This is an optimization exercise on Yosys and OpenROAD, whose aim is small area, not a production implementation. The RTL was checked by simulation tests, not by an equivalence proof against the original design. No activity file was given, so power comes from the tool's default toggle rates.

== build 21 ==
## my_chip
module my_chip (
    input logic [11:0] io_in,  
    output logic [11:0] io_out,  
    input logic clock,
    input logic reset  
);
For scale: ~610 cells after synthesis, roughly 130 flip-flops, roughly 26 I/O pins, ~5100 µm² of cells after synthesis.
clock: 20.0 ns
lec_check: 0
cap_margin: 20
core_margin: 2
core_utilization: 60
slew_margin: 20
standard.sh (not shown) runs the stock make flow with config.mk's settings and CLKGATE_MAP_FILE= SYNTH_SCRIPT=/design/flow/synth_recipe.tcl, a recipe that flattens the netlist after the stock synthesis.
==> flow/flow/run.sh <==
#!/bin/bash
# Own flow: the standard layout (standard.sh) with these changes:
#  - synthesis is the standard flow's script (synth_recipe.tcl, so -nofsm -noshare, flatten and
#    the same renaming; registers are mapped before ABC and keep their names and
#    cells) with ABC's cell mapping run by an area-oriented script (abc_area.script)
#    instead of ORFS's speed script;
#  - port buffers use the smallest buffer cell (buf_1);
#  - the clock tree uses clkbuf_4 buffers and no dummy balancing loads.
# Every tool's output goes to the ORFS logs under orfs/logs and to flow.log here.
set -euo pipefail
here=$(pwd)
# The standard flow's synthesis script with ABC's -script argument pointed at ours
{
  head -n 1 synth_recipe.tcl
  cat flow/abc_override.tcl
  tail -n +2 synth_recipe.tcl
} > synth_area.tcl
sed "s#SYNTH_SCRIPT=[^ ]*#SYNTH_SCRIPT=$here/synth_area.tcl#" standard.sh > standard_area.sh
export AREA_ABC_SCRIPT="$here/flow/abc_area.script"
export BUFFER_PORTS_ARGS="-buffer_cell sky130_fd_sc_hd__buf_1"
export CTS_ARGS="-sink_clustering_enable -repair_clock_nets -dont_use_dummy_load -buf_list sky130_fd_sc_hd__clkbuf_4"
bash standard_area.sh finish > flow.log 2>&1
==> flow/flow/abc_area.script <==
strash
dc2
dch -f
amap
topo
stime -c
==> flow/flow/abc_override.tcl <==
# run ABC's cell mapping with the script named by AREA_ABC_SCRIPT
proc abc {args} {
  set i [lsearch -exact $args -script]
  if {$i >= 0 && [info exists ::env(AREA_ABC_SCRIPT)]} {
    lset args [expr {$i + 1}] $::env(AREA_ABC_SCRIPT)
  }
  yosys abc {*}$args
}
Input changes introduced in build 17 (baseline for comparison: build 21):
diff --git a/flow/flow/run.sh b/flow/flow/run.sh
--- a/flow/flow/run.sh
+++ b/flow/flow/run.sh
@@ -21 +21 @@
-export CTS_ARGS="-sink_clustering_enable -repair_clock_nets -dont_use_dummy_load -buf_list sky130_fd_sc_hd__clkbuf_4"
+export CTS_ARGS="-sink_clustering_enable -repair_clock_nets -dont_use_dummy_load -buf_list sky130_fd_sc_hd__clkbuf_4 -root_buf sky130_fd_sc_hd__clkbuf_8"
==> flow/flow/abc_area.script <==
strash
dc2
&get -n
&deepsyn -I 10 -J 3
&put
dch -f
amap
topo
stime -c
[summary]
Diff build 21 -> build 17 | area enclosed by the die boundary | down slightly. Diff build 21 -> build 17: total via count in the routed design decreased by 152 relative to the old numbers; final instance area decreased by 70 µm² relative to the old numbers; cell count after synthesis increased by about 2.5% relative to the old numbers; worst vdd rail ir drop increased by about 50% relative to the old numbers; power attributed to the clock group closely matched the old numbers. When build 17 is measured against build 21, its global-route track usage on met2 turns out 3.4 points higher. Looking at build 21 and build 17, the sum of internal, switching and leakage power is a wash. Build 17: number of fillers in the final layout is 18 higher than what build 21 reported. Compared to build 21, build 17 has detailed-route wire length on metal 1 8.9% lower.
Inputs modified between build 17 and build 5:
- changing CORE_UTILIZATION from 60 to 55
diff --git a/flow/flow/run.sh b/flow/flow/run.sh
--- a/flow/flow/run.sh
+++ b/flow/flow/run.sh
@@ -21 +21 @@
-export CTS_ARGS="-sink_clustering_enable -repair_clock_nets -dont_use_dummy_load -buf_list sky130_fd_sc_hd__clkbuf_4 -root_buf sky130_fd_sc_hd__clkbuf_8"
+export CTS_ARGS="-sink_clustering_enable -repair_clock_nets -dont_use_dummy_load -buf_list sky130_fd_sc_hd__clkbuf_4"
==> comparison <==
- Compared with build 17, final estimated routing congestion in global placement in build 5 increased by a little under 10%.
- Routed wire length: build 5 > build 17
- Build 5 packs its core looser than build 17.
- Minimum setup slack in the final design in build 5 is 0.013 ns lower than in build 17
- Build 5 vs build 17: first-pass GRT wire length up slightly
- The total power number comes out lower for build 5 vs build 17.
- Comparing clock skew after layout for build 5 and build 17, the bigger number came from build 5.
- Summary of build 5 over build 17: buffer share of cell area held steady; number of sinks driven by the clock tree held steady.
- From build 17 to build 5 the numbers moved as follows: clock latency on the worst-skew pair climbed 0.12 ns, non-filler instance count after layout saw an increase.
Relative to build 5, the following input files were edited for build 96:
- swapping 55 for 60 in CORE_UTILIZATION
diff --git a/flow/flow/run.sh b/flow/flow/run.sh
--- a/flow/flow/run.sh
+++ b/flow/flow/run.sh
@@ -21 +21 @@
-export CTS_ARGS="-sink_clustering_enable -repair_clock_nets -dont_use_dummy_load -buf_list sky130_fd_sc_hd__clkbuf_4"
+export CTS_ARGS="-sink_clustering_enable -repair_clock_nets -dont_use_dummy_load -buf_list sky130_fd_sc_hd__clkbuf_4 -root_buf sky130_fd_sc_hd__clkbuf_8"
==> flow/flow/abc_area.script <==
strash
dc2
&get -n
&deepsyn -I 10 -J 3
&dch -f
&nf -R 1000 -p -F 8 -A 4
&put
topo
stime -c
Notes after the runs:
Higher floorplan row count among build 5 and build 96: build 5
Between build 96 and build 5, it is build 96 whose worst path setup slack after routing is higher, by 0.13 ns.
Summary: with build 5 as the reference, final area in build 96 moved down by a few percent.
Of build 5 and build 96, the run reporting the lower post-DP HPWL was build 96.
Build 96 vs build 5: routed wire length down
Global-route wire length before repair of build 96 falls short of that of build 5 by a few percent.
Status: power consumption parity (build 96, build 5)
Relative to build 5, the largest vdd supply drop of build 96 is higher by 16%.
For number of flip-flops and latches, build 96 and build 5 come out practically identical.
Sequential share of layout area: build 5 and build 96 compared, lower one is build 5
Note that the number of nets in the layout recorded for build 96 amounts to 0.831 times the value seen in build 5.


Setup of run A:
The RTL this note starts from:
==> flow/design.v <==
`default_nettype none
module Count6250 (
	input wire clock,
	input wire run,
	output reg done
);
	reg [12:0] s;
	wire low_zero = (s[11:0] == 12'd0);
	wire fb = s[12] ^ s[3] ^ s[2] ^ s[0] ^ low_zero;
	always @(posedge clock) begin
		s <= run ? {s[11:0], fb} : 13'd0;
		done <= run & ((s == 13'b1011011110111) | (done & ~(s[12] & low_zero)));
	end
endmodule
module ConfirmCtl (
	input wire clock,
	input wire reset,
	input wire cf_s,
	output reg c_pulse
);
	reg c_lock;
	wire d_cnt_done;
	Count6250 dcnt (.clock(clock), .run(c_lock), .done(d_cnt_done));
	wire d_done = ~cf_s & d_cnt_done;
	always @(posedge clock) begin
		if (reset) begin
			c_pulse <= 1'b0;
			c_lock <= 1'b0;
		end
		else begin
			c_pulse <= ~c_pulse & ~c_lock & cf_s;
			c_lock <= c_pulse | (c_lock & ~d_done);
		end
	end
endmodule
module Bot (
	input wire clock,
	input wire reset,
	input wire sp_s,
	input wire [6:0] full,
	output reg [2:0] bcode,
	output reg b1
);
	reg [3:0] lf;
	always @(posedge clock)
		if (reset)
			lf <= 4'b1001;
		else
			lf <= {lf[2:0], lf[3] ^ lf[2]};
	wire x21 = lf[2] ^ lf[1];
	wire [6:0] rnd = {x21, lf[2], lf[3], lf[3] ^ x21, lf[0], lf[2], lf[3] ^ lf[1]};
	wire [6:0] want = rnd & ~full & {7{sp_s}};
	always @(*)
		if (want[3])
			bcode = 3'd3;
		else if (want[4])
			bcode = 3'd4;
		else if (want[2])
			bcode = 3'd2;
		else if (want[5])
			bcode = 3'd5;
		else if (want[1])
			bcode = 3'd1;
		else if (want[6])
			bcode = 3'd6;
		else if (want[0])
			bcode = 3'd0;
		else
			bcode = 3'd7;
	reg b2;
	wire t_cnt_done;
	Count6250 tcnt (.clock(clock), .run(b2), .done(t_cnt_done));
	wire t_done = ~sp_s & t_cnt_done;
	always @(posedge clock) begin
		if (reset) begin
			b1 <= 1'b0;
			b2 <= 1'b0;
		end
		else begin
			b1 <= ~b1 & ~b2 & (|want);
			b2 <= b1 | (b2 & ~t_done);
		end
	end
endmodule
module BoardStore (
	input wire clock,
	input wire clear,
	input wire do_move,
	input wire [2:0] code,
	input wire cp,
	output reg [48:0] bd
);
	integer c;
	always @(posedge clock)
		if (clear)
			bd <= {7{7'b0000001}};
		else if (do_move)
			for (c = 0; c < 7; c = c + 1)
				if ((code == c) & ~bd[7 * c + 6])
					bd[7 * c +: 7] <= {bd[7 * c +: 6], cp};
endmodule
module Vga (
	input wire clock,
	input wire reset,
	output reg [3:0] hk,
	output reg hp,
	output reg [2:0] vj,
	output reg vq,
	output wire hsync,
	output wire vsync,
	output wire valid
);
	reg [5:0] hc;
	reg [5:0] vr;
	wire [3:0] hk_inc = {hk[3] | (hk[2] & hk[1] & hk[0]), hk[2] ^ (hk[1] & hk[0]),
	                     hk[1] ^ hk[0], ~hk[0]};
	wire [2:0] vj_inc = {vj[2] ^ (vj[1] & vj[0]), vj[1] ^ vj[0], ~vj[0]};
	wire h_last = hk[3] ? (hc == 6'b100110) :                 
	              hp ? ((hk[2:0] == 3'd7) ? (hc == 6'b010011) :  
	                                        (hc == 6'b110111)) :  
	                   (hc == 6'b101100);                       
	wire eol = h_last & (hk == 4'd9);
	wire v_last = (vj == 3'd7) ? (vq ? (vr == 6'b001001) :       
	                                   (vr == 6'b000010)) :       
	              vq ? ((vj == 3'd6) ? (vr == 6'b110001) :       
	                                   (vr == 6'b101100)) :       
	                   (vr == 6'b111001);                       
	always @(posedge clock)
		if (reset) begin
			hk <= 4'd0;
			hp <= 1'b0;
			hc <= 6'b000001;
			vj <= 3'd0;
			vq <= 1'b0;
			vr <= 6'b000001;
		end
		else begin
			if (h_last) begin
				hc <= 6'b000001;
				hp <= ~hp & ~eol;
				if (eol)
					hk <= 4'd0;
				else if (hp)
					hk <= hk_inc;
			end
			else
				hc <= {hc[4:0], hc[5] ^ hc[4]};
			if (eol) begin
				if (v_last) begin
					vr <= 6'b000001;
					vq <= ~vq;
					if (vq)
						vj <= vj_inc;
				end
				else
					vr <= {vr[4:0], vr[5] ^ vr[4]};
			end
		end
	assign hsync = ~(hk == 4'd8);
	assign vsync = ~((vj == 3'd7) & ~vq);
	assign valid = ((hk < 4'd7) | ((hk == 4'd7) & ~hp)) & ((vj < 3'd6) | ((vj == 3'd6) & ~vq));
endmodule
module Pixel (
	input wire [48:0] bd,
	input wire hp,
	input wire [3:0] hk,
	input wire vq,
	input wire [2:0] vj,
	output wire red,
	output wire green,
	output wire blue
);
	wire is_board = ~hp | ~vq;
	reg [6:0] w;
	always @(*)
		case (hk[2:0])
			3'd0: w = bd[6:0];
			3'd1: w = bd[13:7];
			3'd2: w = bd[20:14];
			3'd3: w = bd[27:21];
			3'd4: w = bd[34:28];
			3'd5: w = bd[41:35];
			default: w = bd[48:42];
		endcase
	wire [6:0] mk;
	assign mk[6] = w[6];
	assign mk[5] = w[5] & ~w[6];
	assign mk[4] = w[4] & ~(|w[6:5]);
	assign mk[3] = w[3] & ~(|w[6:4]);
	assign mk[2] = w[2] & ~(|w[6:3]);
	assign mk[1] = w[1] & ~(|w[6:2]);
	assign mk[0] = w[0] & ~(|w[6:1]);
	reg occ, p2;
	always @(*)
		case (vj)
			3'd0: begin
				occ = w[6];
				p2 = (mk[6] & w[0]);
			end
			3'd1: begin
				occ = |w[6:5];
				p2 = (mk[6] & w[1]) | (mk[5] & w[0]);
			end
			3'd2: begin
				occ = |w[6:4];
				p2 = (mk[6] & w[2]) | (mk[5] & w[1]) | (mk[4] & w[0]);
			end
			3'd3: begin
				occ = |w[6:3];
				p2 = (mk[6] & w[3]) | (mk[5] & w[2]) | (mk[4] & w[1]) | (mk[3] & w[0]);
			end
			3'd4: begin
				occ = |w[6:2];
				p2 = (mk[6] & w[4]) | (mk[5] & w[3]) | (mk[4] & w[2]) | (mk[3] & w[1]) | (mk[2] & w[0]);
			end
			default: begin
				occ = |w[6:1];
				p2 = (mk[6] & w[5]) | (mk[5] & w[4]) | (mk[4] & w[3]) | (mk[3] & w[2]) | (mk[2] & w[1]) | (mk[1] & w[0]);
			end
		endcase
	assign blue = is_board;
	assign red = ~is_board & occ;
	assign green = red & p2;
endmodule
module TopChip (
	input wire clock,
	input wire reset,
	input wire [11:0] io_in,
	output wire [11:0] io_out
);
	reg [2:0] mv_code;
	always @(*)
		case (mv_h)
			7'b0000001: mv_code = 3'd0;
			7'b0000010: mv_code = 3'd1;
			7'b0000100: mv_code = 3'd2;
			7'b0001000: mv_code = 3'd3;
			7'b0010000: mv_code = 3'd4;
			7'b0100000: mv_code = 3'd5;
			7'b1000000: mv_code = 3'd6;
			default: mv_code = 3'd7;
		endcase
	reg [6:0] mv_h;
	reg [2:0] mv_s;
	reg cf_h, cf_s, sp_h, sp_s, pvp_h, pvp_s, ng_h, ng_s;
	always @(posedge clock) begin
		mv_h <= io_in[6:0];
		mv_s <= mv_code;
		cf_h <= io_in[7];
		cf_s <= cf_h;
		sp_h <= io_in[8];
		sp_s <= sp_h;
		pvp_h <= io_in[9];
		pvp_s <= pvp_h;
		ng_h <= io_in[10];
		ng_s <= ng_h;
	end
	reg cp;
	always @(posedge clock)
		if (reset)
			cp <= 1'b0;
		else
			cp <= sp_s;
	wire c_pulse;
	ConfirmCtl confirm (.clock(clock), .reset(reset), .cf_s(cf_s), .c_pulse(c_pulse));
	wire [48:0] bd;
	wire [6:0] full;
	genvar gc;
	generate
		for (gc = 0; gc < 7; gc = gc + 1) begin : g_full
			assign full[gc] = bd[7 * gc + 6];
		end
	endgenerate
	wire [2:0] bcode;
	wire b1;
	Bot bot (.clock(clock), .reset(reset), .sp_s(sp_s), .full(full), .bcode(bcode), .b1(b1));
	wire human = ~cp | pvp_s;
	wire [2:0] code = human ? mv_s : bcode;
	wire do_move = human ? c_pulse : b1;
	BoardStore board (.clock(clock), .clear(reset | ng_s), .do_move(do_move), .code(code),
	                  .cp(cp), .bd(bd));
	wire hp, vq;
	wire [3:0] hk;
	wire [2:0] vj;
	wire hsync, vsync, valid;
	Vga vga (.clock(clock), .reset(reset), .hp(hp), .hk(hk), .vq(vq), .vj(vj),
	         .hsync(hsync), .vsync(vsync), .valid(valid));
	wire red, green, blue;
	Pixel pixel (.bd(bd), .hp(hp), .hk(hk), .vq(vq), .vj(vj), .red(red), .green(green), .blue(blue));
	assign io_out[0] = vsync;
	assign io_out[1] = hsync;
	assign io_out[2] = valid;
	assign io_out[3] = 1'b0;
	assign io_out[5:4] = {2{red}};
	assign io_out[7:6] = {2{green}};
	assign io_out[9:8] = {2{blue}};
	assign io_out[11:10] = 2'b00;
endmodule
`default_nettype none
module my_chip (
    input logic [11:0] io_in,  
    output logic [11:0] io_out,  
    input logic clock,
    input logic reset  
);
    TopChip top_i (.clock(clock), .reset(reset), .io_in(io_in), .io_out(io_out));
endmodule
export LEC_CHECK = 0
export CAP_MARGIN = 20
export CORE_MARGIN = 2
export CORE_UTILIZATION = 60
export SLEW_MARGIN = 20
create_clock -name core_clock -period 20.0 [get_ports {clock}]
==> flow/flow/run.sh <==
#!/bin/bash
# Own flow: the standard layout (standard.sh) with these changes:
#  - synthesis is the standard flow's script (synth_recipe.tcl: -nofsm -noshare, flatten and the
#    same renaming; registers are mapped before ABC and keep their names and cells)
#    with the changes in synth_override.tcl: ABC maps cells with an area-oriented
#    script (abc_area.script) instead of ORFS's speed script, and adders are not
#    extracted into half/full adder cells;
#  - port buffers use the smallest buffer cell (buf_1);
#  - the clock tree uses clkbuf_4 buffers under a clkbuf_8 root and no dummy
#    balancing loads.
# Every tool's output goes to the ORFS logs under orfs/logs and to flow.log here.
set -euo pipefail
here=$(pwd)
{
  head -n 1 synth_recipe.tcl
  cat flow/synth_override.tcl
  tail -n +2 synth_recipe.tcl
} > synth_area.tcl
sed "s#SYNTH_SCRIPT=[^ ]*#SYNTH_SCRIPT=$here/synth_area.tcl#" standard.sh > standard_area.sh
export AREA_ABC_SCRIPT="$here/flow/abc_area.script"
export BUFFER_PORTS_ARGS="-buffer_cell sky130_fd_sc_hd__buf_1"
export CTS_ARGS="-sink_clustering_enable -repair_clock_nets -dont_use_dummy_load -buf_list sky130_fd_sc_hd__clkbuf_4 -root_buf sky130_fd_sc_hd__clkbuf_8"
bash standard_area.sh finish > flow.log 2>&1
==> flow/flow/abc_area.script <==
strash
dc2
&get -n
&deepsyn -I 10 -J 3
&dch -f
&nf -R 1000 -p -F 8 -A 4
&put
topo
stime -c
==> flow/flow/synth_override.tcl <==
# Changes to the standard flow's synthesis script (synth_recipe.tcl), sourced after its first line.
# Registers are mapped by dfflibmap as before, so they keep their names and cells.
# 1. Run ABC's cell mapping with the script named by AREA_ABC_SCRIPT.
proc abc {args} {
  set i [lsearch -exact $args -script]
  if {$i >= 0 && [info exists ::env(AREA_ABC_SCRIPT)]} {
    lset args [expr {$i + 1}] $::env(AREA_ABC_SCRIPT)
  }
  yosys abc {*}$args
}
# 2. Leave small adders to ABC instead of fixing them as half/full adder cells.
proc extract_fa {args} {}
Changes in run B relative to run A:
Settings: swapping 60 for 50 in CORE_UTILIZATION.
--- a/flow/flow/run.sh
+++ b/flow/flow/run.sh
@@ -9 +9 @@
-#  - the clock tree uses clkbuf_4 buffers under a clkbuf_8 root and no dummy
+#  - the clock tree uses clkbuf_4 buffers under a clkbuf_16 root and no dummy
@@ -22 +22 @@
-export CTS_ARGS="-sink_clustering_enable -repair_clock_nets -dont_use_dummy_load -buf_list sky130_fd_sc_hd__clkbuf_4 -root_buf sky130_fd_sc_hd__clkbuf_8"
+export CTS_ARGS="-sink_clustering_enable -repair_clock_nets -dont_use_dummy_load -buf_list sky130_fd_sc_hd__clkbuf_4 -root_buf sky130_fd_sc_hd__clkbuf_16"
Run A → run B: wire length per cell fell by 0.32 um, relative contribution of sequential cells to total power fell by 1.0 points, fraction of area in multi-input gates fell by 0.38 points.
When the final numbers for run B and run A were put side by side, the largest incremental delay on the critical path turned out to be smaller in run B.
X dimension of the die for run B is higher than for run A.
Effective utilization at floorplan is higher on run A
The run showing the greater number of global-route vias before repair is run A.
Lower least setup slack across all paths after layout among run B and run A: run A
Against run A, vias per cell in run B fell by a few percent.
The run with more routed wire is run B, not run A.

-- what the ideal ports hide --
No port has a modelled driver above. Below, the same layouts with a new extraction and two added sets of constraints.
Step 1 sets driving cells, clkbuf_16 on the clock port and buf_2 on the other inputs (assumed; they add their load-dependent delay and slew).
Step 2 also shifts input and output timing later by t, the mid clock arrival at the registers, as if the neighbouring blocks saw the same clock.
Slacks: ideal / step 1 / step 2; pairs: ideal / step 1.
run	t, ns	setup slack, ns	worst setup path after step 2	worst register clock-pin slew, ns	worst slew at a driven data input, ns
build 21	0.516	11.464 / 11.431 / 11.947	register to output	0.12 / 0.12	0.03
build 17	0.415	12.169 / 12.140 / 12.555	register to output	0.11 / 0.11	0.03
build 5	0.519	12.156 / 12.126 / 12.645	register to output	0.12 / 0.12	0.03
build 96	0.411	12.286 / 12.249 / 12.661	register to output	0.11 / 0.11	0.03
run A	0.409	12.561 / 12.530 / 12.939	register to output	0.12 / 0.12	0.03
run B	0.381	12.583 / 12.544 / 12.925	register to output	0.11 / 0.11	0.03
After both steps every run listed still meets setup and hold.
